Background: an optimization exercise with open tools, aiming at small area and a short achievable clock period. Do not read the settings as production practice. Function was not checked in any run shown here: the RTL went through the layout flow alone. Power is estimated from default activity; no workload was simulated. The clock port is modelled as an ideal driver; clocking choices that lean on that would not hold on a real chip.

==> flow/design.v, too long to show whole: its modules and the start of the top module <==
// module sg_nand2: 1 lines
// module sg_nand3: 1 lines
// module sg_nor2: 1 lines
// module sg_nor2b: 1 lines
// module sg_inv: 1 lines
// module sg_xor2: 1 lines
// module sg_xnor2: 1 lines
// module sg_aoi21: 1 lines
// module sg_oai21: 1 lines
// module add_out: 992 lines
// module add_q: 836 lines
// module Scrambler: 72 lines
module Scrambler(
  input         clock,
  input         reset,
  input  [63:0] io_in,
  output [63:0] io_out
);
  // ...
==> flow/flow/run.sh <==
#!/bin/bash
# Layout flow: the standard flow (standard.sh, the ORFS make targets), run
# in two steps.  The layout differs from the standard flow in these settings
# only:
#  - synthesis is the standard one with ABC told that each gate drives a
#    1 fF load (ABC_LOAD_IN_FF=1; sky130hd's default is 5).  The adders are
#    written as one-gate modules that synthesis maps one at a time, and with
#    the default load ABC maps each to a larger drive strength than most
#    need (a21oi_2, nor2b_4); the resizer later upsizes the gates that timing
#    needs.  The registers are those of the standard synthesis;
#  - the pins are placed by flow/io.tcl (ORFS IO_CONSTRAINTS): io_in[i] and
#    io_out[i] side by side along the bottom edge in bit order, so that the
#    adder between them can be placed compactly;
#  - the port buffers that buffer_ports inserts are plain buffers (buf_2)
#    rather than the delay cell it would pick on its own;
#  - the resizer may swap a cell for one of another footprint
#    (MATCH_CELL_FOOTPRINT=0; sky130hd's platform config sets it to 1).
# Each step's full output goes to its own log file in the work folder.
set -euo pipefail
here=$(pwd)
bash standard.sh ABC_LOAD_IN_FF=1 synth > run_synth.log 2>&1
bash standard.sh "IO_CONSTRAINTS=$here/flow/io.tcl" IO_PIN_STEP=2 \
  "BUFFER_PORTS_ARGS=-buffer_cell sky130_fd_sc_hd__buf_2" \
  MATCH_CELL_FOOTPRINT=0 finish > run_layout.log 2>&1
==> flow/flow/io.tcl <==
# Pin placement, sourced at the end of floorplanning (ORFS IO_CONSTRAINTS).
# io_in[i] and io_out[i] sit side by side along the bottom edge, in bit order
# (bit 0 at the left), so that the io_in -> io_out adder can be placed as a
# compact strip next to its pins.  clock and reset go on the left edge.
set die [ord::get_die_area]
set W [expr {[lindex $die 2] - [lindex $die 0]}]
set H [expr {[lindex $die 3] - [lindex $die 1]}]
set pitch 0.46
set offset 0.23
set step $::env(IO_PIN_STEP)
set n 128
set span [expr {($n - 1) * $step * $pitch}]
set k [expr {int((($W - $span) / 2.0 - $offset) / $pitch)}]
for {set i 0} {$i < 64} {incr i} {
  foreach p [list "io_in\[$i\]" "io_out\[$i\]"] {
    place_pin -pin_name $p -layer met2 \
      -location [list [expr {$offset + $k * $pitch}] 0.242] -force_to_die_boundary
    incr k $step
  }
}
# the left edge's horizontal pins use met3 on a 0.68 um pitch (offset 0.34)
set row [expr {int(($H / 2.0 - 0.34) / 0.68)}]
place_pin -pin_name clock -layer met3 \
  -location [list 0.4 [expr {0.34 + $row * 0.68}]] -force_to_die_boundary
place_pin -pin_name reset -layer met3 \
  -location [list 0.4 [expr {0.34 + ($row + 8) * 0.68}]] -force_to_die_boundary
==> flow/standard.sh <==
#!/bin/bash
# synth_recipe.tcl (not shown) runs the flow's synth.tcl, then flattens the netlist and writes it again
# the make line also repeats each setting of config.mk as NAME=value (left out here)
make -C /OpenROAD-flow-scripts/flow DESIGN_CONFIG=/design/flow/config.mk WORK_HOME=/design/flow/orfs CLKGATE_MAP_FILE= SYNTH_SCRIPT=/design/flow/synth_recipe.tcl "${@:-finish}"
==> flow/config.mk <==
export PLATFORM = sky130hd
export DESIGN_NAME = Scrambler
export DESIGN_NICKNAME = Scrambler
export VERILOG_FILES = /design/flow/design.v
export SDC_FILE = /design/flow/constraint.sdc
export NUM_CORES = 4
export LEC_CHECK = 0
export CAP_MARGIN = 20
export CORE_MARGIN = 2
export CORE_UTILIZATION = 65
export CTS_CLUSTER_DIAMETER = 80
export CTS_CLUSTER_SIZE = 32
export SETUP_SLACK_MARGIN = 2.5
export SLEW_MARGIN = 20
export SYNTH_HIERARCHICAL = 1
export SYNTH_MINIMUM_KEEP_SIZE = 0
export TNS_END_PERCENT = 5
==> flow/constraint.sdc <==
create_clock -name core_clock -period 6.0 [get_ports {clock}]
set_input_delay 1.2000 -clock core_clock [delete_from_list [all_inputs] [get_ports {clock}]]
set_output_delay 1.2000 -clock core_clock [all_outputs]
set_load 0.01 [all_outputs]
==> out/metrics.cfg, run 1 <==
[cells_and_area]
multi_input_area_share_pct=15.5
antenna_cells=2
clock_area_share_pct=4.01
seq_share_pct=75.4
seq_cell_count=1479

[setup_path]
crit_path_end=io_out[34]
cp-end-kind=primary output
path_buf_inv=3
worstPathRequired_ns=4.80

[logic_synthesis]
avgSynthCellArea_sq_um=13.6
async_flop_share_pct=0
synth.yosys.seq_area_share_pct=83.6
synth_top_area_cell=dfxtp_1
ys_warn_count=7
synthFlopType=dfxtp_1
ys_ff_latch=1479

[sta]
holdWs_ns=0.321
fin_crit_sh_pct=74.6
worst_slew_pin_slew_ns=0.817
finalClockSkew_ns=0.0385
period_minus_slack_ns=4.48
rsz0062_at_grt=yes
fmax_mhz=223
fin_setup_tns_ns=0

[clock_network]
cts-htree-levels=2
path_clk_slew_ns=0.11
cts_tree=done
hold_buffers=0
cts_buffer_depth=3
cts.sinks=1479

[drt]
first_iter_violations=796
wl_per_cell_microns=17.6

[grt]
met3_usage_pct=2.68

[pwr]
peakVddDrop_mv=0.331
pg_clk_mw=4.48
cellPowerDensity_nw_per_um2=395

[floorplanning]
die_w_microns=237
fp-row-count=85

[run_status]
status=finished clean

==> run 2: changes to the inputs <==
--- a/flow/design.v
+++ b/flow/design.v
@@ -292,16 +292,17 @@
   wire p2_55;
   wire g2_59;
   wire p2_59;
   wire g2_63;
   wire p2_63;
   wire g2_3_n;
   wire g3_5;
   wire g3_7;
+  wire g3_7_c1;
   wire g2_11_n;
   wire g3_13;
   wire p3_13;
   wire p2_11_n;
   wire g3_15;
   wire p3_15;
   wire g2_19_n;
   wire g3_21;
@@ -340,16 +341,17 @@
   wire g3_63;
   wire p3_63;
   wire g4_9;
   wire g3_7_n;
   wire g4_11;
   wire g4_13;
   wire g4_15;
   wire g4_15_c1;
+  wire g4_15_c2;
   wire g4_25;
   wire p4_25;
   wire g3_23_n;
   wire g4_27;
   wire p4_27;
   wire p3_23_n;
   wire g4_29;
   wire p4_29;
@@ -377,64 +379,68 @@
   wire g4_63;
   wire p4_63;
   wire g4_15_n;
   wire g5_17;
   wire g5_19;
   wire g5_21;
   wire g5_23;
   wire g5_25;
-  wire g5_27;
   wire g4_15_c1_n;
+  wire g5_27;
   wire g5_29;
   wire g5_31;
   wire g5_31_c1;
   wire g5_31_c2;
+  wire g5_31_c3;
+  wire g5_31_c4;
   wire g4_47_n;
   wire g5_49;
   wire p5_49;
   wire p4_47_n;
   wire g5_51;
   wire p5_51;
   wire g5_53;
   wire p5_53;
   wire g5_55;
   wire p5_55;
   wire g5_57;
   wire p5_57;
+  wire g4_47_c1_n;
   wire g5_59;
   wire p5_59;
-  wire g4_47_c1_n;
   wire g5_61;
   wire p5_61;
   wire g5_63;
   wire p5_63;
   wire g6_33;
   wire g5_31_n;
   wire g6_35;
   wire g6_37;
   wire g6_39;
+  wire g5_31_c1_n;
   wire g6_41;
   wire g6_43;
   wire g6_45;
-  wire g5_31_c1_n;
   wire g6_47;
+  wire g5_31_c2_n;
   wire g6_49;
   wire g6_51;
   wire g6_53;
   wire g6_55;
   wire g6_57;
-  wire g5_31_c2_n;
+  wire g5_31_c3_n;
   wire g6_59;
   wire g6_61;
   wire g6_63;
   wire g1_1_n;
   wire g7_2;
   wire g7_4;
   wire g7_6;
+  wire g3_7_c1_n;
   wire g7_8;
   wire g7_10;
   wire g4_11_n;
   wire g7_12;
   wire g4_13_n;
   wire g7_14;
   wire g7_16;
   wire g7_18;
@@ -442,16 +448,17 @@
   wire g7_20;
   wire g5_21_n;
   wire g7_22;
   wire g7_24;
   wire g5_25_n;
   wire g7_26;
   wire g7_28;
   wire g7_30;
+  wire g5_31_c4_n;
   wire g7_32;
   wire g7_34;
   wire g6_35_n;
   wire g7_36;
   wire g6_37_n;
   wire g7_38;
   wire g7_40;
   wire g6_41_n;
@@ -755,254 +762,261 @@
   sg_nand2 u282 (.a(p1_55), .b(p1_53), .y(p2_55));
   sg_aoi21 u283 (.a1(p1_59), .a2(g1_57), .b1(g1_59), .y(g2_59));
   sg_nand2 u284 (.a(p1_59), .b(p1_57), .y(p2_59));
   sg_aoi21 u285 (.a1(p1_63), .a2(g1_61), .b1(g1_63), .y(g2_63));
   sg_nand2 u286 (.a(p1_63), .b(p1_61), .y(p2_63));
   sg_inv u287 (.a(g2_3), .y(g2_3_n));
   sg_aoi21 u288 (.a1(p1_5), .a2(g2_3_n), .b1(g1_5), .y(g3_5));
   sg_oai21 u289 (.a1(p2_7), .a2(g2_3), .b1(g2_7), .y(g3_7));
-  sg_inv u290 (.a(g2_11), .y(g2_11_n));
-  sg_aoi21 u291 (.a1(p1_13), .a2(g2_11_n), .b1(g1_13), .y(g3_13));
-  sg_inv u292 (.a(p2_11), .y(p2_11_n));
-  sg_nand2 u293 (.a(p1_13), .b(p2_11_n), .y(p3_13));
-  sg_oai21 u294 (.a1(p2_15), .a2(g2_11), .b1(g2_15), .y(g3_15));
-  sg_nor2 u295 (.a(p2_15), .b(p2_11), .y(p3_15));
-  sg_inv u296 (.a(g2_19), .y(g2_19_n));
-  sg_aoi21 u297 (.a1(p1_21), .a2(g2_19_n), .b1(g1_21), .y(g3_21));
-  sg_inv u298 (.a(p2_19), .y(p2_19_n));
-  sg_nand2 u299 (.a(p1_21), .b(p2_19_n), .y(p3_21));
-  sg_oai21 u300 (.a1(p2_23), .a2(g2_19), .b1(g2_23), .y(g3_23));
-  sg_nor2 u301 (.a(p2_23), .b(p2_19), .y(p3_23));
-  sg_inv u302 (.a(g2_27), .y(g2_27_n));
-  sg_aoi21 u303 (.a1(p1_29), .a2(g2_27_n), .b1(g1_29), .y(g3_29));
-  sg_inv u304 (.a(p2_27), .y(p2_27_n));
-  sg_nand2 u305 (.a(p1_29), .b(p2_27_n), .y(p3_29));
-  sg_oai21 u306 (.a1(p2_31), .a2(g2_27), .b1(g2_31), .y(g3_31));
-  sg_nor2 u307 (.a(p2_31), .b(p2_27), .y(p3_31));
-  sg_inv u308 (.a(g2_35), .y(g2_35_n));
-  sg_aoi21 u309 (.a1(p1_37), .a2(g2_35_n), .b1(g1_37), .y(g3_37));
-  sg_inv u310 (.a(p2_35), .y(p2_35_n));
-  sg_nand2 u311 (.a(p1_37), .b(p2_35_n), .y(p3_37));
-  sg_oai21 u312 (.a1(p2_39), .a2(g2_35), .b1(g2_39), .y(g3_39));
-  sg_nor2 u313 (.a(p2_39), .b(p2_35), .y(p3_39));
-  sg_inv u314 (.a(g2_43), .y(g2_43_n));
-  sg_aoi21 u315 (.a1(p1_45), .a2(g2_43_n), .b1(g1_45), .y(g3_45));
-  sg_inv u316 (.a(p2_43), .y(p2_43_n));
-  sg_nand2 u317 (.a(p1_45), .b(p2_43_n), .y(p3_45));
-  sg_oai21 u318 (.a1(p2_47), .a2(g2_43), .b1(g2_47), .y(g3_47));
-  sg_nor2 u319 (.a(p2_47), .b(p2_43), .y(p3_47));
-  sg_inv u320 (.a(g2_51), .y(g2_51_n));
-  sg_aoi21 u321 (.a1(p1_53), .a2(g2_51_n), .b1(g1_53), .y(g3_53));
-  sg_inv u322 (.a(p2_51), .y(p2_51_n));
-  sg_nand2 u323 (.a(p1_53), .b(p2_51_n), .y(p3_53));
-  sg_oai21 u324 (.a1(p2_55), .a2(g2_51), .b1(g2_55), .y(g3_55));
-  sg_nor2 u325 (.a(p2_55), .b(p2_51), .y(p3_55));
-  sg_inv u326 (.a(g2_59), .y(g2_59_n));
-  sg_aoi21 u327 (.a1(p1_61), .a2(g2_59_n), .b1(g1_61), .y(g3_61));
-  sg_inv u328 (.a(p2_59), .y(p2_59_n));
-  sg_nand2 u329 (.a(p1_61), .b(p2_59_n), .y(p3_61));
-  sg_oai21 u330 (.a1(p2_63), .a2(g2_59), .b1(g2_63), .y(g3_63));
-  sg_nor2 u331 (.a(p2_63), .b(p2_59), .y(p3_63));
-  sg_aoi21 u332 (.a1(p1_9), .a2(g3_7), .b1(g1_9), .y(g4_9));
-  sg_inv u333 (.a(g3_7), .y(g3_7_n));
-  sg_oai21 u334 (.a1(p2_11), .a2(g3_7_n), .b1(g2_11), .y(g4_11));
-  sg_oai21 u335 (.a1(p3_13), .a2(g3_7_n), .b1(g3_13), .y(g4_13));
-  sg_aoi21 u336 (.a1(p3_15), .a2(g3_7), .b1(g3_15), .y(g4_15));
-  sg_aoi21 u337 (.a1(p3_15), .a2(g3_7), .b1(g3_15), .y(g4_15_c1));
-  sg_aoi21 u338 (.a1(p1_25), .a2(g3_23), .b1(g1_25), .y(g4_25));
-  sg_nand2 u339 (.a(p1_25), .b(p3_23), .y(p4_25));
-  sg_inv u340 (.a(g3_23), .y(g3_23_n));
-  sg_oai21 u341 (.a1(p2_27), .a2(g3_23_n), .b1(g2_27), .y(g4_27));
-  sg_inv u342 (.a(p3_23), .y(p3_23_n));
-  sg_nor2 u343 (.a(p2_27), .b(p3_23_n), .y(p4_27));
-  sg_oai21 u344 (.a1(p3_29), .a2(g3_23_n), .b1(g3_29), .y(g4_29));
-  sg_nor2 u345 (.a(p3_29), .b(p3_23_n), .y(p4_29));
-  sg_aoi21 u346 (.a1(p3_31), .a2(g3_23), .b1(g3_31), .y(g4_31));
-  sg_nand2 u347 (.a(p3_31), .b(p3_23), .y(p4_31));
-  sg_aoi21 u348 (.a1(p1_41), .a2(g3_39), .b1(g1_41), .y(g4_41));
-  sg_nand2 u349 (.a(p1_41), .b(p3_39), .y(p4_41));
-  sg_inv u350 (.a(g3_39), .y(g3_39_n));
-  sg_oai21 u351 (.a1(p2_43), .a2(g3_39_n), .b1(g2_43), .y(g4_43));
-  sg_inv u352 (.a(p3_39), .y(p3_39_n));
-  sg_nor2 u353 (.a(p2_43), .b(p3_39_n), .y(p4_43));
-  sg_oai21 u354 (.a1(p3_45), .a2(g3_39_n), .b1(g3_45), .y(g4_45));
-  sg_nor2 u355 (.a(p3_45), .b(p3_39_n), .y(p4_45));
-  sg_aoi21 u356 (.a1(p3_47), .a2(g3_39), .b1(g3_47), .y(g4_47));
-  sg_aoi21 u357 (.a1(p3_47), .a2(g3_39), .b1(g3_47), .y(g4_47_c1));
-  sg_nand2 u358 (.a(p3_47), .b(p3_39), .y(p4_47));
-  sg_aoi21 u359 (.a1(p1_57), .a2(g3_55), .b1(g1_57), .y(g4_57));
-  sg_nand2 u360 (.a(p1_57), .b(p3_55), .y(p4_57));
-  sg_inv u361 (.a(g3_55), .y(g3_55_n));
-  sg_oai21 u362 (.a1(p2_59), .a2(g3_55_n), .b1(g2_59), .y(g4_59));
-  sg_inv u363 (.a(p3_55), .y(p3_55_n));
-  sg_nor2 u364 (.a(p2_59), .b(p3_55_n), .y(p4_59));
-  sg_oai21 u365 (.a1(p3_61), .a2(g3_55_n), .b1(g3_61), .y(g4_61));
-  sg_nor2 u366 (.a(p3_61), .b(p3_55_n), .y(p4_61));
-  sg_aoi21 u367 (.a1(p3_63), .a2(g3_55), .b1(g3_63), .y(g4_63));
-  sg_nand2 u368 (.a(p3_63), .b(p3_55), .y(p4_63));
-  sg_inv u369 (.a(g4_15), .y(g4_15_n));
-  sg_aoi21 u370 (.a1(p1_17), .a2(g4_15_n), .b1(g1_17), .y(g5_17));
-  sg_oai21 u371 (.a1(p2_19), .a2(g4_15), .b1(g2_19), .y(g5_19));
-  sg_oai21 u372 (.a1(p3_21), .a2(g4_15), .b1(g3_21), .y(g5_21));
-  sg_aoi21 u373 (.a1(p3_23), .a2(g4_15_n), .b1(g3_23), .y(g5_23));
-  sg_oai21 u374 (.a1(p4_25), .a2(g4_15), .b1(g4_25), .y(g5_25));
-  sg_aoi21 u375 (.a1(p4_27), .a2(g4_15_n), .b1(g4_27), .y(g5_27));
-  sg_inv u376 (.a(g4_15_c1), .y(g4_15_c1_n));
-  sg_aoi21 u377 (.a1(p4_29), .a2(g4_15_c1_n), .b1(g4_29), .y(g5_29));
-  sg_oai21 u378 (.a1(p4_31), .a2(g4_15_c1), .b1(g4_31), .y(g5_31));
-  sg_oai21 u379 (.a1(p4_31), .a2(g4_15_c1), .b1(g4_31), .y(g5_31_c1));
-  sg_oai21 u380 (.a1(p4_31), .a2(g4_15_c1), .b1(g4_31), .y(g5_31_c2));
-  sg_inv u381 (.a(g4_47), .y(g4_47_n));
-  sg_aoi21 u382 (.a1(p1_49), .a2(g4_47_n), .b1(g1_49), .y(g5_49));
-  sg_inv u383 (.a(p4_47), .y(p4_47_n));
-  sg_nand2 u384 (.a(p1_49), .b(p4_47_n), .y(p5_49));
-  sg_oai21 u385 (.a1(p2_51), .a2(g4_47), .b1(g2_51), .y(g5_51));
-  sg_nor2 u386 (.a(p2_51), .b(p4_47), .y(p5_51));
-  sg_oai21 u387 (.a1(p3_53), .a2(g4_47), .b1(g3_53), .y(g5_53));
-  sg_nor2 u388 (.a(p3_53), .b(p4_47), .y(p5_53));
-  sg_aoi21 u389 (.a1(p3_55), .a2(g4_47_n), .b1(g3_55), .y(g5_55));
-  sg_nand2 u390 (.a(p3_55), .b(p4_47_n), .y(p5_55));
-  sg_oai21 u391 (.a1(p4_57), .a2(g4_47), .b1(g4_57), .y(g5_57));
-  sg_nor2 u392 (.a(p4_57), .b(p4_47), .y(p5_57));
-  sg_aoi21 u393 (.a1(p4_59), .a2(g4_47_n), .b1(g4_59), .y(g5_59));
-  sg_nand2 u394 (.a(p4_59), .b(p4_47_n), .y(p5_59));
-  sg_inv u395 (.a(g4_47_c1), .y(g4_47_c1_n));
-  sg_aoi21 u396 (.a1(p4_61), .a2(g4_47_c1_n), .b1(g4_61), .y(g5_61));
-  sg_nand2 u397 (.a(p4_61), .b(p4_47_n), .y(p5_61));
-  sg_oai21 u398 (.a1(p4_63), .a2(g4_47_c1), .b1(g4_63), .y(g5_63));
-  sg_nor2 u399 (.a(p4_63), .b(p4_47), .y(p5_63));
-  sg_aoi21 u400 (.a1(p1_33), .a2(g5_31), .b1(g1_33), .y(g6_33));
-  sg_inv u401 (.a(g5_31), .y(g5_31_n));
-  sg_oai21 u402 (.a1(p2_35), .a2(g5_31_n), .b1(g2_35), .y(g6_35));
-  sg_oai21 u403 (.a1(p3_37), .a2(g5_31_n), .b1(g3_37), .y(g6_37));
-  sg_aoi21 u404 (.a1(p3_39), .a2(g5_31), .b1(g3_39), .y(g6_39));
-  sg_oai21 u405 (.a1(p4_41), .a2(g5_31_n), .b1(g4_41), .y(g6_41));
-  sg_aoi21 u406 (.a1(p4_43), .a2(g5_31), .b1(g4_43), .y(g6_43));
-  sg_aoi21 u407 (.a1(p4_45), .a2(g5_31_c1), .b1(g4_45), .y(g6_45));
-  sg_inv u408 (.a(g5_31_c1), .y(g5_31_c1_n));
-  sg_oai21 u409 (.a1(p4_47), .a2(g5_31_c1_n), .b1(g4_47), .y(g6_47));
-  sg_oai21 u410 (.a1(p5_49), .a2(g5_31_c1_n), .b1(g5_49), .y(g6_49));
-  sg_aoi21 u411 (.a1(p5_51), .a2(g5_31_c1), .b1(g5_51), .y(g6_51));
-  sg_aoi21 u412 (.a1(p5_53), .a2(g5_31_c1), .b1(g5_53), .y(g6_53));
-  sg_oai21 u413 (.a1(p5_55), .a2(g5_31_c1_n), .b1(g5_55), .y(g6_55));
-  sg_aoi21 u414 (.a1(p5_57), .a2(g5_31_c2), .b1(g5_57), .y(g6_57));
-  sg_inv u415 (.a(g5_31_c2), .y(g5_31_c2_n));
-  sg_oai21 u416 (.a1(p5_59), .a2(g5_31_c2_n), .b1(g5_59), .y(g6_59));
-  sg_oai21 u417 (.a1(p5_61), .a2(g5_31_c2_n), .b1(g5_61), .y(g6_61));
-  sg_aoi21 u418 (.a1(p5_63), .a2(g5_31_c2), .b1(g5_63), .y(g6_63));
-  sg_inv u419 (.a(g1_1), .y(g1_1_n));
-  sg_oai21 u420 (.a1(p0_2), .a2(g1_1_n), .b1(g0_2), .y(g7_2));
-  sg_oai21 u421 (.a1(p0_4), .a2(g2_3), .b1(g0_4), .y(g7_4));
-  sg_oai21 u422 (.a1(p0_6), .a2(g3_5), .b1(g0_6), .y(g7_6));
-  sg_oai21 u423 (.a1(p0_8), .a2(g3_7_n), .b1(g0_8), .y(g7_8));
-  sg_oai21 u424 (.a1(p0_10), .a2(g4_9), .b1(g0_10), .y(g7_10));
-  sg_inv u425 (.a(g4_11), .y(g4_11_n));
-  sg_oai21 u426 (.a1(p0_12), .a2(g4_11_n), .b1(g0_12), .y(g7_12));
-  sg_inv u427 (.a(g4_13), .y(g4_13_n));
-  sg_oai21 u428 (.a1(p0_14), .a2(g4_13_n), .b1(g0_14), .y(g7_14));
-  sg_oai21 u429 (.a1(p0_16), .a2(g4_15_c1), .b1(g0_16), .y(g7_16));
-  sg_oai21 u430 (.a1(p0_18), .a2(g5_17), .b1(g0_18), .y(g7_18));
-  sg_inv u431 (.a(g5_19), .y(g5_19_n));
-  sg_oai21 u432 (.a1(p0_20), .a2(g5_19_n), .b1(g0_20), .y(g7_20));
-  sg_inv u433 (.a(g5_21), .y(g5_21_n));
-  sg_oai21 u434 (.a1(p0_22), .a2(g5_21_n), .b1(g0_22), .y(g7_22));
-  sg_oai21 u435 (.a1(p0_24), .a2(g5_23), .b1(g0_24), .y(g7_24));
-  sg_inv u436 (.a(g5_25), .y(g5_25_n));
-  sg_oai21 u437 (.a1(p0_26), .a2(g5_25_n), .b1(g0_26), .y(g7_26));
-  sg_oai21 u438 (.a1(p0_28), .a2(g5_27), .b1(g0_28), .y(g7_28));
-  sg_oai21 u439 (.a1(p0_30), .a2(g5_29), .b1(g0_30), .y(g7_30));
-  sg_oai21 u440 (.a1(p0_32), .a2(g5_31_c2_n), .b1(g0_32), .y(g7_32));
-  sg_oai21 u441 (.a1(p0_34), .a2(g6_33), .b1(g0_34), .y(g7_34));
-  sg_inv u442 (.a(g6_35), .y(g6_35_n));
-  sg_oai21 u443 (.a1(p0_36), .a2(g6_35_n), .b1(g0_36), .y(g7_36));
-  sg_inv u444 (.a(g6_37), .y(g6_37_n));
-  sg_oai21 u445 (.a1(p0_38), .a2(g6_37_n), .b1(g0_38), .y(g7_38));
-  sg_oai21 u446 (.a1(p0_40), .a2(g6_39), .b1(g0_40), .y(g7_40));
-  sg_inv u447 (.a(g6_41), .y(g6_41_n));
-  sg_oai21 u448 (.a1(p0_42), .a2(g6_41_n), .b1(g0_42), .y(g7_42));
-  sg_oai21 u449 (.a1(p0_44), .a2(g6_43), .b1(g0_44), .y(g7_44));
-  sg_oai21 u450 (.a1(p0_46), .a2(g6_45), .b1(g0_46), .y(g7_46));
-  sg_inv u451 (.a(g6_47), .y(g6_47_n));
-  sg_oai21 u452 (.a1(p0_48), .a2(g6_47_n), .b1(g0_48), .y(g7_48));
-  sg_inv u453 (.a(g6_49), .y(g6_49_n));
-  sg_oai21 u454 (.a1(p0_50), .a2(g6_49_n), .b1(g0_50), .y(g7_50));
-  sg_oai21 u455 (.a1(p0_52), .a2(g6_51), .b1(g0_52), .y(g7_52));
-  sg_oai21 u456 (.a1(p0_54), .a2(g6_53), .b1(g0_54), .y(g7_54));
-  sg_inv u457 (.a(g6_55), .y(g6_55_n));
-  sg_oai21 u458 (.a1(p0_56), .a2(g6_55_n), .b1(g0_56), .y(g7_56));
-  sg_oai21 u459 (.a1(p0_58), .a2(g6_57), .b1(g0_58), .y(g7_58));
-  sg_inv u460 (.a(g6_59), .y(g6_59_n));
-  sg_oai21 u461 (.a1(p0_60), .a2(g6_59_n), .b1(g0_60), .y(g7_60));
-  sg_inv u462 (.a(g6_61), .y(g6_61_n));
-  sg_oai21 u463 (.a1(p0_62), .a2(g6_61_n), .b1(g0_62), .y(g7_62));
+  sg_oai21 u290 (.a1(p2_7), .a2(g2_3), .b1(g2_7), .y(g3_7_c1));
+  sg_inv u291 (.a(g2_11), .y(g2_11_n));
+  sg_aoi21 u292 (.a1(p1_13), .a2(g2_11_n), .b1(g1_13), .y(g3_13));
+  sg_inv u293 (.a(p2_11), .y(p2_11_n));
+  sg_nand2 u294 (.a(p1_13), .b(p2_11_n), .y(p3_13));
+  sg_oai21 u295 (.a1(p2_15), .a2(g2_11), .b1(g2_15), .y(g3_15));
+  sg_nor2 u296 (.a(p2_15), .b(p2_11), .y(p3_15));
+  sg_inv u297 (.a(g2_19), .y(g2_19_n));
+  sg_aoi21 u298 (.a1(p1_21), .a2(g2_19_n), .b1(g1_21), .y(g3_21));
+  sg_inv u299 (.a(p2_19), .y(p2_19_n));
+  sg_nand2 u300 (.a(p1_21), .b(p2_19_n), .y(p3_21));
+  sg_oai21 u301 (.a1(p2_23), .a2(g2_19), .b1(g2_23), .y(g3_23));
+  sg_nor2 u302 (.a(p2_23), .b(p2_19), .y(p3_23));
+  sg_inv u303 (.a(g2_27), .y(g2_27_n));
+  sg_aoi21 u304 (.a1(p1_29), .a2(g2_27_n), .b1(g1_29), .y(g3_29));
+  sg_inv u305 (.a(p2_27), .y(p2_27_n));
+  sg_nand2 u306 (.a(p1_29), .b(p2_27_n), .y(p3_29));
+  sg_oai21 u307 (.a1(p2_31), .a2(g2_27), .b1(g2_31), .y(g3_31));
+  sg_nor2 u308 (.a(p2_31), .b(p2_27), .y(p3_31));
+  sg_inv u309 (.a(g2_35), .y(g2_35_n));
+  sg_aoi21 u310 (.a1(p1_37), .a2(g2_35_n), .b1(g1_37), .y(g3_37));
+  sg_inv u311 (.a(p2_35), .y(p2_35_n));
+  sg_nand2 u312 (.a(p1_37), .b(p2_35_n), .y(p3_37));
+  sg_oai21 u313 (.a1(p2_39), .a2(g2_35), .b1(g2_39), .y(g3_39));
+  sg_nor2 u314 (.a(p2_39), .b(p2_35), .y(p3_39));
+  sg_inv u315 (.a(g2_43), .y(g2_43_n));
+  sg_aoi21 u316 (.a1(p1_45), .a2(g2_43_n), .b1(g1_45), .y(g3_45));
+  sg_inv u317 (.a(p2_43), .y(p2_43_n));
+  sg_nand2 u318 (.a(p1_45), .b(p2_43_n), .y(p3_45));
+  sg_oai21 u319 (.a1(p2_47), .a2(g2_43), .b1(g2_47), .y(g3_47));
+  sg_nor2 u320 (.a(p2_47), .b(p2_43), .y(p3_47));
+  sg_inv u321 (.a(g2_51), .y(g2_51_n));
+  sg_aoi21 u322 (.a1(p1_53), .a2(g2_51_n), .b1(g1_53), .y(g3_53));
+  sg_inv u323 (.a(p2_51), .y(p2_51_n));
+  sg_nand2 u324 (.a(p1_53), .b(p2_51_n), .y(p3_53));
+  sg_oai21 u325 (.a1(p2_55), .a2(g2_51), .b1(g2_55), .y(g3_55));
+  sg_nor2 u326 (.a(p2_55), .b(p2_51), .y(p3_55));
+  sg_inv u327 (.a(g2_59), .y(g2_59_n));
+  sg_aoi21 u328 (.a1(p1_61), .a2(g2_59_n), .b1(g1_61), .y(g3_61));
+  sg_inv u329 (.a(p2_59), .y(p2_59_n));
+  sg_nand2 u330 (.a(p1_61), .b(p2_59_n), .y(p3_61));
+  sg_oai21 u331 (.a1(p2_63), .a2(g2_59), .b1(g2_63), .y(g3_63));
+  sg_nor2 u332 (.a(p2_63), .b(p2_59), .y(p3_63));
+  sg_aoi21 u333 (.a1(p1_9), .a2(g3_7), .b1(g1_9), .y(g4_9));
+  sg_inv u334 (.a(g3_7), .y(g3_7_n));
+  sg_oai21 u335 (.a1(p2_11), .a2(g3_7_n), .b1(g2_11), .y(g4_11));
+  sg_oai21 u336 (.a1(p3_13), .a2(g3_7_n), .b1(g3_13), .y(g4_13));
+  sg_aoi21 u337 (.a1(p3_15), .a2(g3_7), .b1(g3_15), .y(g4_15));
+  sg_aoi21 u338 (.a1(p3_15), .a2(g3_7), .b1(g3_15), .y(g4_15_c1));
+  sg_aoi21 u339 (.a1(p3_15), .a2(g3_7), .b1(g3_15), .y(g4_15_c2));
+  sg_aoi21 u340 (.a1(p1_25), .a2(g3_23), .b1(g1_25), .y(g4_25));
+  sg_nand2 u341 (.a(p1_25), .b(p3_23), .y(p4_25));
+  sg_inv u342 (.a(g3_23), .y(g3_23_n));
+  sg_oai21 u343 (.a1(p2_27), .a2(g3_23_n), .b1(g2_27), .y(g4_27));
+  sg_inv u344 (.a(p3_23), .y(p3_23_n));
+  sg_nor2 u345 (.a(p2_27), .b(p3_23_n), .y(p4_27));
+  sg_oai21 u346 (.a1(p3_29), .a2(g3_23_n), .b1(g3_29), .y(g4_29));
+  sg_nor2 u347 (.a(p3_29), .b(p3_23_n), .y(p4_29));
+  sg_aoi21 u348 (.a1(p3_31), .a2(g3_23), .b1(g3_31), .y(g4_31));
+  sg_nand2 u349 (.a(p3_31), .b(p3_23), .y(p4_31));
+  sg_aoi21 u350 (.a1(p1_41), .a2(g3_39), .b1(g1_41), .y(g4_41));
+  sg_nand2 u351 (.a(p1_41), .b(p3_39), .y(p4_41));
+  sg_inv u352 (.a(g3_39), .y(g3_39_n));
+  sg_oai21 u353 (.a1(p2_43), .a2(g3_39_n), .b1(g2_43), .y(g4_43));
+  sg_inv u354 (.a(p3_39), .y(p3_39_n));
+  sg_nor2 u355 (.a(p2_43), .b(p3_39_n), .y(p4_43));
+  sg_oai21 u356 (.a1(p3_45), .a2(g3_39_n), .b1(g3_45), .y(g4_45));
+  sg_nor2 u357 (.a(p3_45), .b(p3_39_n), .y(p4_45));
+  sg_aoi21 u358 (.a1(p3_47), .a2(g3_39), .b1(g3_47), .y(g4_47));
+  sg_aoi21 u359 (.a1(p3_47), .a2(g3_39), .b1(g3_47), .y(g4_47_c1));
+  sg_nand2 u360 (.a(p3_47), .b(p3_39), .y(p4_47));
+  sg_aoi21 u361 (.a1(p1_57), .a2(g3_55), .b1(g1_57), .y(g4_57));
+  sg_nand2 u362 (.a(p1_57), .b(p3_55), .y(p4_57));
+  sg_inv u363 (.a(g3_55), .y(g3_55_n));
+  sg_oai21 u364 (.a1(p2_59), .a2(g3_55_n), .b1(g2_59), .y(g4_59));
+  sg_inv u365 (.a(p3_55), .y(p3_55_n));
+  sg_nor2 u366 (.a(p2_59), .b(p3_55_n), .y(p4_59));
+  sg_oai21 u367 (.a1(p3_61), .a2(g3_55_n), .b1(g3_61), .y(g4_61));
+  sg_nor2 u368 (.a(p3_61), .b(p3_55_n), .y(p4_61));
+  sg_aoi21 u369 (.a1(p3_63), .a2(g3_55), .b1(g3_63), .y(g4_63));
+  sg_nand2 u370 (.a(p3_63), .b(p3_55), .y(p4_63));
+  sg_inv u371 (.a(g4_15), .y(g4_15_n));
+  sg_aoi21 u372 (.a1(p1_17), .a2(g4_15_n), .b1(g1_17), .y(g5_17));
+  sg_oai21 u373 (.a1(p2_19), .a2(g4_15), .b1(g2_19), .y(g5_19));
+  sg_oai21 u374 (.a1(p3_21), .a2(g4_15), .b1(g3_21), .y(g5_21));
+  sg_aoi21 u375 (.a1(p3_23), .a2(g4_15_n), .b1(g3_23), .y(g5_23));
+  sg_oai21 u376 (.a1(p4_25), .a2(g4_15_c1), .b1(g4_25), .y(g5_25));
+  sg_inv u377 (.a(g4_15_c1), .y(g4_15_c1_n));
+  sg_aoi21 u378 (.a1(p4_27), .a2(g4_15_c1_n), .b1(g4_27), .y(g5_27));
+  sg_aoi21 u379 (.a1(p4_29), .a2(g4_15_c1_n), .b1(g4_29), .y(g5_29));
+  sg_oai21 u380 (.a1(p4_31), .a2(g4_15_c1), .b1(g4_31), .y(g5_31));
+  sg_oai21 u381 (.a1(p4_31), .a2(g4_15_c1), .b1(g4_31), .y(g5_31_c1));
+  sg_oai21 u382 (.a1(p4_31), .a2(g4_15_c1), .b1(g4_31), .y(g5_31_c2));
+  sg_oai21 u383 (.a1(p4_31), .a2(g4_15_c1), .b1(g4_31), .y(g5_31_c3));
+  sg_oai21 u384 (.a1(p4_31), .a2(g4_15_c1), .b1(g4_31), .y(g5_31_c4));
+  sg_inv u385 (.a(g4_47), .y(g4_47_n));
+  sg_aoi21 u386 (.a1(p1_49), .a2(g4_47_n), .b1(g1_49), .y(g5_49));
+  sg_inv u387 (.a(p4_47), .y(p4_47_n));
+  sg_nand2 u388 (.a(p1_49), .b(p4_47_n), .y(p5_49));
+  sg_oai21 u389 (.a1(p2_51), .a2(g4_47), .b1(g2_51), .y(g5_51));
+  sg_nor2 u390 (.a(p2_51), .b(p4_47), .y(p5_51));
+  sg_oai21 u391 (.a1(p3_53), .a2(g4_47), .b1(g3_53), .y(g5_53));
+  sg_nor2 u392 (.a(p3_53), .b(p4_47), .y(p5_53));
+  sg_aoi21 u393 (.a1(p3_55), .a2(g4_47_n), .b1(g3_55), .y(g5_55));
+  sg_nand2 u394 (.a(p3_55), .b(p4_47_n), .y(p5_55));
+  sg_oai21 u395 (.a1(p4_57), .a2(g4_47_c1), .b1(g4_57), .y(g5_57));
+  sg_nor2 u396 (.a(p4_57), .b(p4_47), .y(p5_57));
+  sg_inv u397 (.a(g4_47_c1), .y(g4_47_c1_n));
+  sg_aoi21 u398 (.a1(p4_59), .a2(g4_47_c1_n), .b1(g4_59), .y(g5_59));
+  sg_nand2 u399 (.a(p4_59), .b(p4_47_n), .y(p5_59));
+  sg_aoi21 u400 (.a1(p4_61), .a2(g4_47_c1_n), .b1(g4_61), .y(g5_61));
+  sg_nand2 u401 (.a(p4_61), .b(p4_47_n), .y(p5_61));
+  sg_oai21 u402 (.a1(p4_63), .a2(g4_47_c1), .b1(g4_63), .y(g5_63));
+  sg_nor2 u403 (.a(p4_63), .b(p4_47), .y(p5_63));
+  sg_aoi21 u404 (.a1(p1_33), .a2(g5_31), .b1(g1_33), .y(g6_33));
+  sg_inv u405 (.a(g5_31), .y(g5_31_n));
+  sg_oai21 u406 (.a1(p2_35), .a2(g5_31_n), .b1(g2_35), .y(g6_35));
+  sg_oai21 u407 (.a1(p3_37), .a2(g5_31_n), .b1(g3_37), .y(g6_37));
+  sg_aoi21 u408 (.a1(p3_39), .a2(g5_31), .b1(g3_39), .y(g6_39));
+  sg_inv u409 (.a(g5_31_c1), .y(g5_31_c1_n));
+  sg_oai21 u410 (.a1(p4_41), .a2(g5_31_c1_n), .b1(g4_41), .y(g6_41));
+  sg_aoi21 u411 (.a1(p4_43), .a2(g5_31_c1), .b1(g4_43), .y(g6_43));
+  sg_aoi21 u412 (.a1(p4_45), .a2(g5_31_c1), .b1(g4_45), .y(g6_45));
+  sg_oai21 u413 (.a1(p4_47), .a2(g5_31_c1_n), .b1(g4_47), .y(g6_47));
+  sg_inv u414 (.a(g5_31_c2), .y(g5_31_c2_n));
+  sg_oai21 u415 (.a1(p5_49), .a2(g5_31_c2_n), .b1(g5_49), .y(g6_49));
+  sg_aoi21 u416 (.a1(p5_51), .a2(g5_31_c2), .b1(g5_51), .y(g6_51));
+  sg_aoi21 u417 (.a1(p5_53), .a2(g5_31_c2), .b1(g5_53), .y(g6_53));
+  sg_oai21 u418 (.a1(p5_55), .a2(g5_31_c2_n), .b1(g5_55), .y(g6_55));
+  sg_aoi21 u419 (.a1(p5_57), .a2(g5_31_c3), .b1(g5_57), .y(g6_57));
+  sg_inv u420 (.a(g5_31_c3), .y(g5_31_c3_n));
+  sg_oai21 u421 (.a1(p5_59), .a2(g5_31_c3_n), .b1(g5_59), .y(g6_59));
+  sg_oai21 u422 (.a1(p5_61), .a2(g5_31_c3_n), .b1(g5_61), .y(g6_61));
+  sg_aoi21 u423 (.a1(p5_63), .a2(g5_31_c3), .b1(g5_63), .y(g6_63));
+  sg_inv u424 (.a(g1_1), .y(g1_1_n));
+  sg_oai21 u425 (.a1(p0_2), .a2(g1_1_n), .b1(g0_2), .y(g7_2));
+  sg_oai21 u426 (.a1(p0_4), .a2(g2_3), .b1(g0_4), .y(g7_4));
+  sg_oai21 u427 (.a1(p0_6), .a2(g3_5), .b1(g0_6), .y(g7_6));
+  sg_inv u428 (.a(g3_7_c1), .y(g3_7_c1_n));
+  sg_oai21 u429 (.a1(p0_8), .a2(g3_7_c1_n), .b1(g0_8), .y(g7_8));
+  sg_oai21 u430 (.a1(p0_10), .a2(g4_9), .b1(g0_10), .y(g7_10));
+  sg_inv u431 (.a(g4_11), .y(g4_11_n));
+  sg_oai21 u432 (.a1(p0_12), .a2(g4_11_n), .b1(g0_12), .y(g7_12));
+  sg_inv u433 (.a(g4_13), .y(g4_13_n));
+  sg_oai21 u434 (.a1(p0_14), .a2(g4_13_n), .b1(g0_14), .y(g7_14));
+  sg_oai21 u435 (.a1(p0_16), .a2(g4_15_c2), .b1(g0_16), .y(g7_16));
+  sg_oai21 u436 (.a1(p0_18), .a2(g5_17), .b1(g0_18), .y(g7_18));
+  sg_inv u437 (.a(g5_19), .y(g5_19_n));
+  sg_oai21 u438 (.a1(p0_20), .a2(g5_19_n), .b1(g0_20), .y(g7_20));
+  sg_inv u439 (.a(g5_21), .y(g5_21_n));
+  sg_oai21 u440 (.a1(p0_22), .a2(g5_21_n), .b1(g0_22), .y(g7_22));
+  sg_oai21 u441 (.a1(p0_24), .a2(g5_23), .b1(g0_24), .y(g7_24));
+  sg_inv u442 (.a(g5_25), .y(g5_25_n));
+  sg_oai21 u443 (.a1(p0_26), .a2(g5_25_n), .b1(g0_26), .y(g7_26));
+  sg_oai21 u444 (.a1(p0_28), .a2(g5_27), .b1(g0_28), .y(g7_28));
+  sg_oai21 u445 (.a1(p0_30), .a2(g5_29), .b1(g0_30), .y(g7_30));
+  sg_inv u446 (.a(g5_31_c4), .y(g5_31_c4_n));
+  sg_oai21 u447 (.a1(p0_32), .a2(g5_31_c4_n), .b1(g0_32), .y(g7_32));
+  sg_oai21 u448 (.a1(p0_34), .a2(g6_33), .b1(g0_34), .y(g7_34));
+  sg_inv u449 (.a(g6_35), .y(g6_35_n));
+  sg_oai21 u450 (.a1(p0_36), .a2(g6_35_n), .b1(g0_36), .y(g7_36));
+  sg_inv u451 (.a(g6_37), .y(g6_37_n));
+  sg_oai21 u452 (.a1(p0_38), .a2(g6_37_n), .b1(g0_38), .y(g7_38));
+  sg_oai21 u453 (.a1(p0_40), .a2(g6_39), .b1(g0_40), .y(g7_40));
+  sg_inv u454 (.a(g6_41), .y(g6_41_n));
+  sg_oai21 u455 (.a1(p0_42), .a2(g6_41_n), .b1(g0_42), .y(g7_42));
+  sg_oai21 u456 (.a1(p0_44), .a2(g6_43), .b1(g0_44), .y(g7_44));
+  sg_oai21 u457 (.a1(p0_46), .a2(g6_45), .b1(g0_46), .y(g7_46));
+  sg_inv u458 (.a(g6_47), .y(g6_47_n));
+  sg_oai21 u459 (.a1(p0_48), .a2(g6_47_n), .b1(g0_48), .y(g7_48));
+  sg_inv u460 (.a(g6_49), .y(g6_49_n));
+  sg_oai21 u461 (.a1(p0_50), .a2(g6_49_n), .b1(g0_50), .y(g7_50));
+  sg_oai21 u462 (.a1(p0_52), .a2(g6_51), .b1(g0_52), .y(g7_52));
+  sg_oai21 u463 (.a1(p0_54), .a2(g6_53), .b1(g0_54), .y(g7_54));
+  sg_inv u464 (.a(g6_55), .y(g6_55_n));
+  sg_oai21 u465 (.a1(p0_56), .a2(g6_55_n), .b1(g0_56), .y(g7_56));
+  sg_oai21 u466 (.a1(p0_58), .a2(g6_57), .b1(g0_58), .y(g7_58));
+  sg_inv u467 (.a(g6_59), .y(g6_59_n));
+  sg_oai21 u468 (.a1(p0_60), .a2(g6_59_n), .b1(g0_60), .y(g7_60));
+  sg_inv u469 (.a(g6_61), .y(g6_61_n));
+  sg_oai21 u470 (.a1(p0_62), .a2(g6_61_n), .b1(g0_62), .y(g7_62));
   assign s[0] = x_0;
-  sg_xnor2 u464 (.a(x_1), .b(g0_0), .y(s[1]));
-  sg_xor2 u465 (.a(x_2), .b(g1_1), .y(s[2]));
-  sg_xor2 u466 (.a(x_3), .b(g7_2), .y(s[3]));
-  sg_xnor2 u467 (.a(x_4), .b(g2_3), .y(s[4]));
-  sg_xor2 u468 (.a(x_5), .b(g7_4), .y(s[5]));
-  sg_xnor2 u469 (.a(x_6), .b(g3_5), .y(s[6]));
-  sg_xor2 u470 (.a(x_7), .b(g7_6), .y(s[7]));
-  sg_xor2 u471 (.a(x_8), .b(g3_7), .y(s[8]));
-  sg_xor2 u472 (.a(x_9), .b(g7_8), .y(s[9]));
-  sg_xnor2 u473 (.a(x_10), .b(g4_9), .y(s[10]));
-  sg_xor2 u474 (.a(x_11), .b(g7_10), .y(s[11]));
-  sg_xor2 u475 (.a(x_12), .b(g4_11), .y(s[12]));
-  sg_xor2 u476 (.a(x_13), .b(g7_12), .y(s[13]));
-  sg_xor2 u477 (.a(x_14), .b(g4_13), .y(s[14]));
-  sg_xor2 u478 (.a(x_15), .b(g7_14), .y(s[15]));
-  sg_xnor2 u479 (.a(x_16), .b(g4_15), .y(s[16]));
-  sg_xor2 u480 (.a(x_17), .b(g7_16), .y(s[17]));
-  sg_xnor2 u481 (.a(x_18), .b(g5_17), .y(s[18]));
-  sg_xor2 u482 (.a(x_19), .b(g7_18), .y(s[19]));
-  sg_xor2 u483 (.a(x_20), .b(g5_19), .y(s[20]));
-  sg_xor2 u484 (.a(x_21), .b(g7_20), .y(s[21]));
-  sg_xor2 u485 (.a(x_22), .b(g5_21), .y(s[22]));
-  sg_xor2 u486 (.a(x_23), .b(g7_22), .y(s[23]));
-  sg_xnor2 u487 (.a(x_24), .b(g5_23), .y(s[24]));
-  sg_xor2 u488 (.a(x_25), .b(g7_24), .y(s[25]));
-  sg_xor2 u489 (.a(x_26), .b(g5_25), .y(s[26]));
-  sg_xor2 u490 (.a(x_27), .b(g7_26), .y(s[27]));
-  sg_xnor2 u491 (.a(x_28), .b(g5_27), .y(s[28]));
-  sg_xor2 u492 (.a(x_29), .b(g7_28), .y(s[29]));
-  sg_xnor2 u493 (.a(x_30), .b(g5_29), .y(s[30]));
-  sg_xor2 u494 (.a(x_31), .b(g7_30), .y(s[31]));
-  sg_xor2 u495 (.a(x_32), .b(g5_31), .y(s[32]));
-  sg_xor2 u496 (.a(x_33), .b(g7_32), .y(s[33]));
-  sg_xnor2 u497 (.a(x_34), .b(g6_33), .y(s[34]));
-  sg_xor2 u498 (.a(x_35), .b(g7_34), .y(s[35]));
-  sg_xor2 u499 (.a(x_36), .b(g6_35), .y(s[36]));
-  sg_xor2 u500 (.a(x_37), .b(g7_36), .y(s[37]));
-  sg_xor2 u501 (.a(x_38), .b(g6_37), .y(s[38]));
-  sg_xor2 u502 (.a(x_39), .b(g7_38), .y(s[39]));
-  sg_xnor2 u503 (.a(x_40), .b(g6_39), .y(s[40]));
-  sg_xor2 u504 (.a(x_41), .b(g7_40), .y(s[41]));
-  sg_xor2 u505 (.a(x_42), .b(g6_41), .y(s[42]));
-  sg_xor2 u506 (.a(x_43), .b(g7_42), .y(s[43]));
-  sg_xnor2 u507 (.a(x_44), .b(g6_43), .y(s[44]));
-  sg_xor2 u508 (.a(x_45), .b(g7_44), .y(s[45]));
-  sg_xnor2 u509 (.a(x_46), .b(g6_45), .y(s[46]));
-  sg_xor2 u510 (.a(x_47), .b(g7_46), .y(s[47]));
-  sg_xor2 u511 (.a(x_48), .b(g6_47), .y(s[48]));
-  sg_xor2 u512 (.a(x_49), .b(g7_48), .y(s[49]));
-  sg_xor2 u513 (.a(x_50), .b(g6_49), .y(s[50]));
-  sg_xor2 u514 (.a(x_51), .b(g7_50), .y(s[51]));
-  sg_xnor2 u515 (.a(x_52), .b(g6_51), .y(s[52]));
-  sg_xor2 u516 (.a(x_53), .b(g7_52), .y(s[53]));
-  sg_xnor2 u517 (.a(x_54), .b(g6_53), .y(s[54]));
-  sg_xor2 u518 (.a(x_55), .b(g7_54), .y(s[55]));
-  sg_xor2 u519 (.a(x_56), .b(g6_55), .y(s[56]));
-  sg_xor2 u520 (.a(x_57), .b(g7_56), .y(s[57]));
-  sg_xnor2 u521 (.a(x_58), .b(g6_57), .y(s[58]));
-  sg_xor2 u522 (.a(x_59), .b(g7_58), .y(s[59]));
-  sg_xor2 u523 (.a(x_60), .b(g6_59), .y(s[60]));
-  sg_xor2 u524 (.a(x_61), .b(g7_60), .y(s[61]));
-  sg_xor2 u525 (.a(x_62), .b(g6_61), .y(s[62]));
-  sg_xor2 u526 (.a(x_63), .b(g7_62), .y(s[63]));
+  sg_xnor2 u471 (.a(x_1), .b(g0_0), .y(s[1]));
+  sg_xor2 u472 (.a(x_2), .b(g1_1), .y(s[2]));
+  sg_xor2 u473 (.a(x_3), .b(g7_2), .y(s[3]));
+  sg_xnor2 u474 (.a(x_4), .b(g2_3), .y(s[4]));
+  sg_xor2 u475 (.a(x_5), .b(g7_4), .y(s[5]));
+  sg_xnor2 u476 (.a(x_6), .b(g3_5), .y(s[6]));
+  sg_xor2 u477 (.a(x_7), .b(g7_6), .y(s[7]));
+  sg_xor2 u478 (.a(x_8), .b(g3_7), .y(s[8]));
+  sg_xor2 u479 (.a(x_9), .b(g7_8), .y(s[9]));
+  sg_xnor2 u480 (.a(x_10), .b(g4_9), .y(s[10]));
+  sg_xor2 u481 (.a(x_11), .b(g7_10), .y(s[11]));
+  sg_xor2 u482 (.a(x_12), .b(g4_11), .y(s[12]));
+  sg_xor2 u483 (.a(x_13), .b(g7_12), .y(s[13]));
+  sg_xor2 u484 (.a(x_14), .b(g4_13), .y(s[14]));
+  sg_xor2 u485 (.a(x_15), .b(g7_14), .y(s[15]));
+  sg_xnor2 u486 (.a(x_16), .b(g4_15), .y(s[16]));
+  sg_xor2 u487 (.a(x_17), .b(g7_16), .y(s[17]));
+  sg_xnor2 u488 (.a(x_18), .b(g5_17), .y(s[18]));
+  sg_xor2 u489 (.a(x_19), .b(g7_18), .y(s[19]));
+  sg_xor2 u490 (.a(x_20), .b(g5_19), .y(s[20]));
+  sg_xor2 u491 (.a(x_21), .b(g7_20), .y(s[21]));
+  sg_xor2 u492 (.a(x_22), .b(g5_21), .y(s[22]));
+  sg_xor2 u493 (.a(x_23), .b(g7_22), .y(s[23]));
+  sg_xnor2 u494 (.a(x_24), .b(g5_23), .y(s[24]));
+  sg_xor2 u495 (.a(x_25), .b(g7_24), .y(s[25]));
+  sg_xor2 u496 (.a(x_26), .b(g5_25), .y(s[26]));
+  sg_xor2 u497 (.a(x_27), .b(g7_26), .y(s[27]));
+  sg_xnor2 u498 (.a(x_28), .b(g5_27), .y(s[28]));
+  sg_xor2 u499 (.a(x_29), .b(g7_28), .y(s[29]));
+  sg_xnor2 u500 (.a(x_30), .b(g5_29), .y(s[30]));
+  sg_xor2 u501 (.a(x_31), .b(g7_30), .y(s[31]));
+  sg_xor2 u502 (.a(x_32), .b(g5_31), .y(s[32]));
+  sg_xor2 u503 (.a(x_33), .b(g7_32), .y(s[33]));
+  sg_xnor2 u504 (.a(x_34), .b(g6_33), .y(s[34]));
+  sg_xor2 u505 (.a(x_35), .b(g7_34), .y(s[35]));
+  sg_xor2 u506 (.a(x_36), .b(g6_35), .y(s[36]));
+  sg_xor2 u507 (.a(x_37), .b(g7_36), .y(s[37]));
+  sg_xor2 u508 (.a(x_38), .b(g6_37), .y(s[38]));
+  sg_xor2 u509 (.a(x_39), .b(g7_38), .y(s[39]));
+  sg_xnor2 u510 (.a(x_40), .b(g6_39), .y(s[40]));
+  sg_xor2 u511 (.a(x_41), .b(g7_40), .y(s[41]));
+  sg_xor2 u512 (.a(x_42), .b(g6_41), .y(s[42]));
+  sg_xor2 u513 (.a(x_43), .b(g7_42), .y(s[43]));
+  sg_xnor2 u514 (.a(x_44), .b(g6_43), .y(s[44]));
+  sg_xor2 u515 (.a(x_45), .b(g7_44), .y(s[45]));
+  sg_xnor2 u516 (.a(x_46), .b(g6_45), .y(s[46]));
+  sg_xor2 u517 (.a(x_47), .b(g7_46), .y(s[47]));
+  sg_xor2 u518 (.a(x_48), .b(g6_47), .y(s[48]));
+  sg_xor2 u519 (.a(x_49), .b(g7_48), .y(s[49]));
+  sg_xor2 u520 (.a(x_50), .b(g6_49), .y(s[50]));
+  sg_xor2 u521 (.a(x_51), .b(g7_50), .y(s[51]));
+  sg_xnor2 u522 (.a(x_52), .b(g6_51), .y(s[52]));
+  sg_xor2 u523 (.a(x_53), .b(g7_52), .y(s[53]));
+  sg_xnor2 u524 (.a(x_54), .b(g6_53), .y(s[54]));
+  sg_xor2 u525 (.a(x_55), .b(g7_54), .y(s[55]));
+  sg_xor2 u526 (.a(x_56), .b(g6_55), .y(s[56]));
+  sg_xor2 u527 (.a(x_57), .b(g7_56), .y(s[57]));
+  sg_xnor2 u528 (.a(x_58), .b(g6_57), .y(s[58]));
+  sg_xor2 u529 (.a(x_59), .b(g7_58), .y(s[59]));
+  sg_xor2 u530 (.a(x_60), .b(g6_59), .y(s[60]));
+  sg_xor2 u531 (.a(x_61), .b(g7_60), .y(s[61]));
+  sg_xor2 u532 (.a(x_62), .b(g6_61), .y(s[62]));
+  sg_xor2 u533 (.a(x_63), .b(g7_62), .y(s[63]));
 endmodule
 module add_q(input [63:0] a, input [63:0] b, output [63:0] s);
   wire g0_0;
   wire p0_0;
   wire x_0;
   wire g0_1;
   wire p0_1;
   wire x_1;
==> run 2 against run 1 <==
Still clean on timing, DRC and antenna; hold slack better by 0.0015 ns; total power fell by 0.95%; non-clock buffer count increased by 17; maximum frequency increased by 0.82%; die area is essentially flat; cell area grew 0.88%; flip-flop and latch count did not move; register-to-register slack gained 0.05 ns; combinational power is 4% higher; synthesized cell count increased by 0.27%; critical endpoint is now io_out[51]; largest cell class unchanged; largest power group unchanged.
==> out/metrics.cfg, run 2 <==
[setup_path]
path_buf_inv=5  ; was 3
cp-end-kind=primary output  ; unchanged
worst_ep_arrival_time_ns=3.24  ; was 3.28 ns
cp_max_fo=7  ; was 5
slowest_stage=xor2_2  ; was xnor2_1
reg2reg_to=q1[63]$_DFF_P_  ; unchanged
path_class=input pin to primary output  ; unchanged
worstPathRequired_ns=4.80  ; about the same
crit_path_end=io_out[51]  ; was io_out[34]
cp_common_cell=o21ai_4
crit_path_cell_trace=buf_2 > nor2_2 > nor2_4 > nand2_2 > o21ai_4 > a21oi_4 > buf_12 > o21ai_4 > inv_2 > o21ai_4 > inv_2 > o21ai_2 > xor2_2 > buf_2  ; was buf_2 > nor2_2 > nor2_2 > nand2_2 > o21ai_4 > a21oi_4 > o21ai_4 > buf_4 > a21oi_2 > xnor2_1 > buf_2
worstRegToRegCells=13  ; unchanged
crit_family=compound AO/OA/AOI/OAI gates  ; unchanged
critPathMaxStageDelay_ns=0.29  ; was 0.49 ns
cp.depth=14  ; was 11
crit_start=io_in[4]  ; was io_in[5]
r2r-start=p1[0]$_DFF_P_  ; unchanged
rrSetupSlack_ns=2.07  ; was 2.02 ns
critPathLaunchType=input pin  ; unchanged

[clock_network]
cts-htree-levels=2  ; unchanged
hold_buffers=0  ; unchanged
path_clk_slew_ns=0.11  ; about the same
insertion_delay_ns=0.64  ; about the same
cts_buffer_depth=3  ; unchanged
cts_tree=done  ; unchanged
cts_made_buffers=53  ; was 55
cts-root-buf=clkbuf_16  ; unchanged
cts.sinks=1479  ; unchanged

[logic_synthesis]
synth_common_cells=dfxtp_1, nor2_1, o21ai_1, nand2_1, nor2b_1  ; was dfxtp_1, nor2_1, nand2_1, o21ai_1, nor2b_1
ys_warn_count=7  ; unchanged
ys_ff_latch=1479  ; unchanged
synthTopCellsByArea=dfxtp_1, nor2_1, o21ai_1, nor2b_1, nand2_1  ; unchanged
synth.distinct_cells=23  ; unchanged
synth.most_common_cell=dfxtp_1  ; unchanged
synth_nets=2673  ; was 2666
avgSynthCellArea_sq_um=13.6  ; about the same
async_flop_share_pct=0  ; unchanged
synth_top_area_share_pct=83.5  ; was 83.6%
synth_top_area_cell=dfxtp_1  ; unchanged
synth-edff-count=0  ; unchanged
synth.yosys.seq_area_share_pct=83.5  ; was 83.6%
netlist_area_sq_um=35500  ; was 35400 sq um
synthFlopType=dfxtp_1  ; unchanged
synthCells=2605  ; was 2598

[drt]
wl_microns=62500  ; was 61700 microns
wl_met2_microns=32200  ; was 32300 microns
wl_per_cell_microns=17.7  ; was 17.6 microns
drt-vias-per-instance=4.79  ; about the same
drt_pass1_iterations=5  ; was 4
met1Wirelength_microns=24400  ; was 24000 microns
drc_errors=0  ; unchanged
ant_nets=0  ; unchanged
routed.top_layer=met4  ; unchanged
dr_wl_met3_microns=1620  ; was 1510 microns
first_iter_violations=793  ; was 796
vias=16891  ; was 16789

[floorplanning]
die_h_microns=238  ; was 237 microns
fp.coreArea_sq_um=53900  ; was 53800 sq um
ios=0  ; unchanged
start_util_pct=65.8  ; about the same
design.die.area_sq_um=56400  ; about the same
die_w_microns=238  ; was 237 microns
fp-row-count=85  ; unchanged

[run]
cap_violations=0  ; unchanged

[sta]
setup_slack_ns=1.56  ; was 1.52 ns
holdWs_ns=0.323  ; was 0.321 ns
setup_viol=0  ; unchanged
worst_slew_pin_slew_ns=0.918  ; was 0.817 ns
fmax_mhz=225  ; was 223 MHz
finalClockSkew_ns=0.0363  ; was 0.0385 ns
rsz0062_at_grt=yes  ; unchanged
slew_headroom_pct=38.8  ; was 45.5%
slew_violations=0  ; unchanged
hold_viol=0  ; unchanged
period_minus_slack_ns=4.44  ; was 4.48 ns
fin_crit_sh_pct=74.0  ; was 74.6%
fin_setup_tns_ns=0  ; unchanged

[grt]
grt_pass1_wl_microns=94300  ; was 91700 microns
grt_pass1_vias=17361  ; was 16774
grt_max_degree=66  ; unchanged
grt_use_total_pct=22.1  ; was 21.7%
antenna_found_initial=5  ; unchanged
grt_overflow=0  ; unchanged

[hold_path]
hp-class=flop to flop  ; unchanged
min_path_cells=0  ; unchanged
hold_path_startpoint=q14[1]$_DFF_P_  ; was p4[10]$_DFF_P_

[pwr]
cellPowerDensity_nw_per_um2=388  ; was 395 nW/um^2
peakVddDrop_mv=0.291  ; was 0.331 mV
p_leak_nw=16.3  ; was 16.1 nW

[cells_and_area]
final_common_cell=dfxtp_1  ; unchanged
fin_nets=2889  ; was 2867
drive_gt1_share_pct=14.4  ; was 12.7%
fin_cells=3528  ; was 3505
layout_common_cells=dfxtp_1, nor2_1, nand2_1  ; unchanged
final_area_sq_um=39600  ; was 39300 sq um
area_growth_pct=11.8  ; was 10.9%

[place]
port-buffer-count=129  ; unchanged
dpl_cell_area_sq_um=37100  ; was 37000 sq um
pre_cts_ws_ns=1.23  ; was 1.20 ns
post-place-cells=3419  ; was 3410
place.gp.congestion=0.946  ; was 0.880
place_hpwl_microns=42000  ; was 42800 microns

[run_status]
status=finished clean  ; unchanged

[run 2: cell count changes after synthesis]
cell,delta
a21oi_1,+1
inv_1,+3
o21ai_1,+3
[run 2: power by group]
part           switching, mW  internal, mW  total (mW)
Sequential             0.212          10.5        10.7
Clock                   2.65          1.66        4.31
Combinational          0.203         0.118       0.321
[run 2: cell families (layout without fill, tap and decap cells)]
family	Yosys count	in the layout	synth area share, %
simple gates	650	650	8.32
fa+ha+maj	2	2	0.0706
compound gates	262	262	3.72
xor+xnor	130	130	3.21
buf+inv	82	302	1.19
flops	1479	1479	83.5
other cells	0	7	0
[run 2: metrics by stage]
step | util (%) | power, mW
5_1_grt | 73.5 | 15.9
6_report | 73.5 | 15.4
3_3_place_gp | 68.7 | 11.2
2_1_floorplan | - | 11.0
3_5_place_dp | 68.7 | 11.2
4_1_cts | 72.4 | 15.5
[run 2: how the worst min path moves through the flow]
stage	endpoint	slack (ns)
after floorplan	p3[0]$_DFF_P_	0.31
after global placement	q13[23]$_DFF_P_	0.31
after detailed placement	q3[5]$_DFF_P_	0.31
after CTS	p4[34]$_DFF_P_	0.32
after global routing	p5[50]$_DFF_P_	0.33
final	q15[1]$_DFF_P_	0.32
[run 2: metal layers]
| metal | vias to the layer above | global-route usage, % |
|---|---|---|
| li1 | 8506 | - |
| met1 | 7944 | 24.2 |
| met2 | 262 | 40.5 |
| met3 | 179 | 3.12 |
| met4 | 0 | 13.8 |
| met5 | - | 0 |
[run 2: layout make-up]
class	instances	area, sq um
clock buffers	55	1360
repair buffers	176	1060
well taps	696	871
fillers	3559	14300
diodes	7	17.5
flip-flops and latches	1479	29600
multi-input cells	1044	6400
inverters	67	251
clock inverters	4	77.6
[run 2: repair_timing]
action                     4_1_cts  5_1_grt
gates resized for setup         80      100
pin swaps                       32       44
buffers inserted                21       22
cloned                           0        0
setup endpoints to repair       75       85
[run 2: modules after synthesis, one instance, submodules excluded, excerpt]
module | flip-flops and latches | times used | cell area, sq um
add_out | 0 | 1 | 7.51
sg_nor2b | 0 | 128 | 6.26
Scrambler | 1479 | 1 | 30600
sg_nor2 | 0 | 209 | 3.75
sg_inv | 0 | 64 | 3.75
sg_aoi21 | 0 | 84 | 5.00
sg_nand2 | 0 | 174 | 3.75
sg_oai21 | 0 | 175 | 5.00
sg_xor2 | 0 | 68 | 8.76
sg_xnor2 | 0 | 58 | 8.76

-- what the ideal ports hide --
In the flow no input, the clock included, has a driving cell. The finished layouts below were timed again as built, in two steps. Step 1 sets driving cells, clkbuf_16 on the clock port and buf_2 on the other inputs (assumed; they add their load-dependent delay and slew). Step 2 moves the port delays by t, midway between the first and last clock arrival at a register: inputs arrive t later, outputs are due t later. That takes back most of the time a late clock gives input paths. Three values: ideal ports, drivers, drivers and shift; two values: the first two.
run	t, ns	setup WS [ns]	hold WS [ns]	clock arrival spread, ns	worst register clock-pin slew, ns
run 1	0.667	1.522 / 1.501 / 1.501	0.321 / 0.321 / 0.321	0.039 / 0.039	0.11 / 0.11
run 2	0.661	1.558 / 1.525 / 1.525	0.323 / 0.323 / 0.323	0.036 / 0.037	0.12 / 0.12
After both steps setup and hold are still met in every run listed. The setup slack of run 2, which loses most, moves by -0.033 ns with the drivers and by -0.033 ns with both steps.
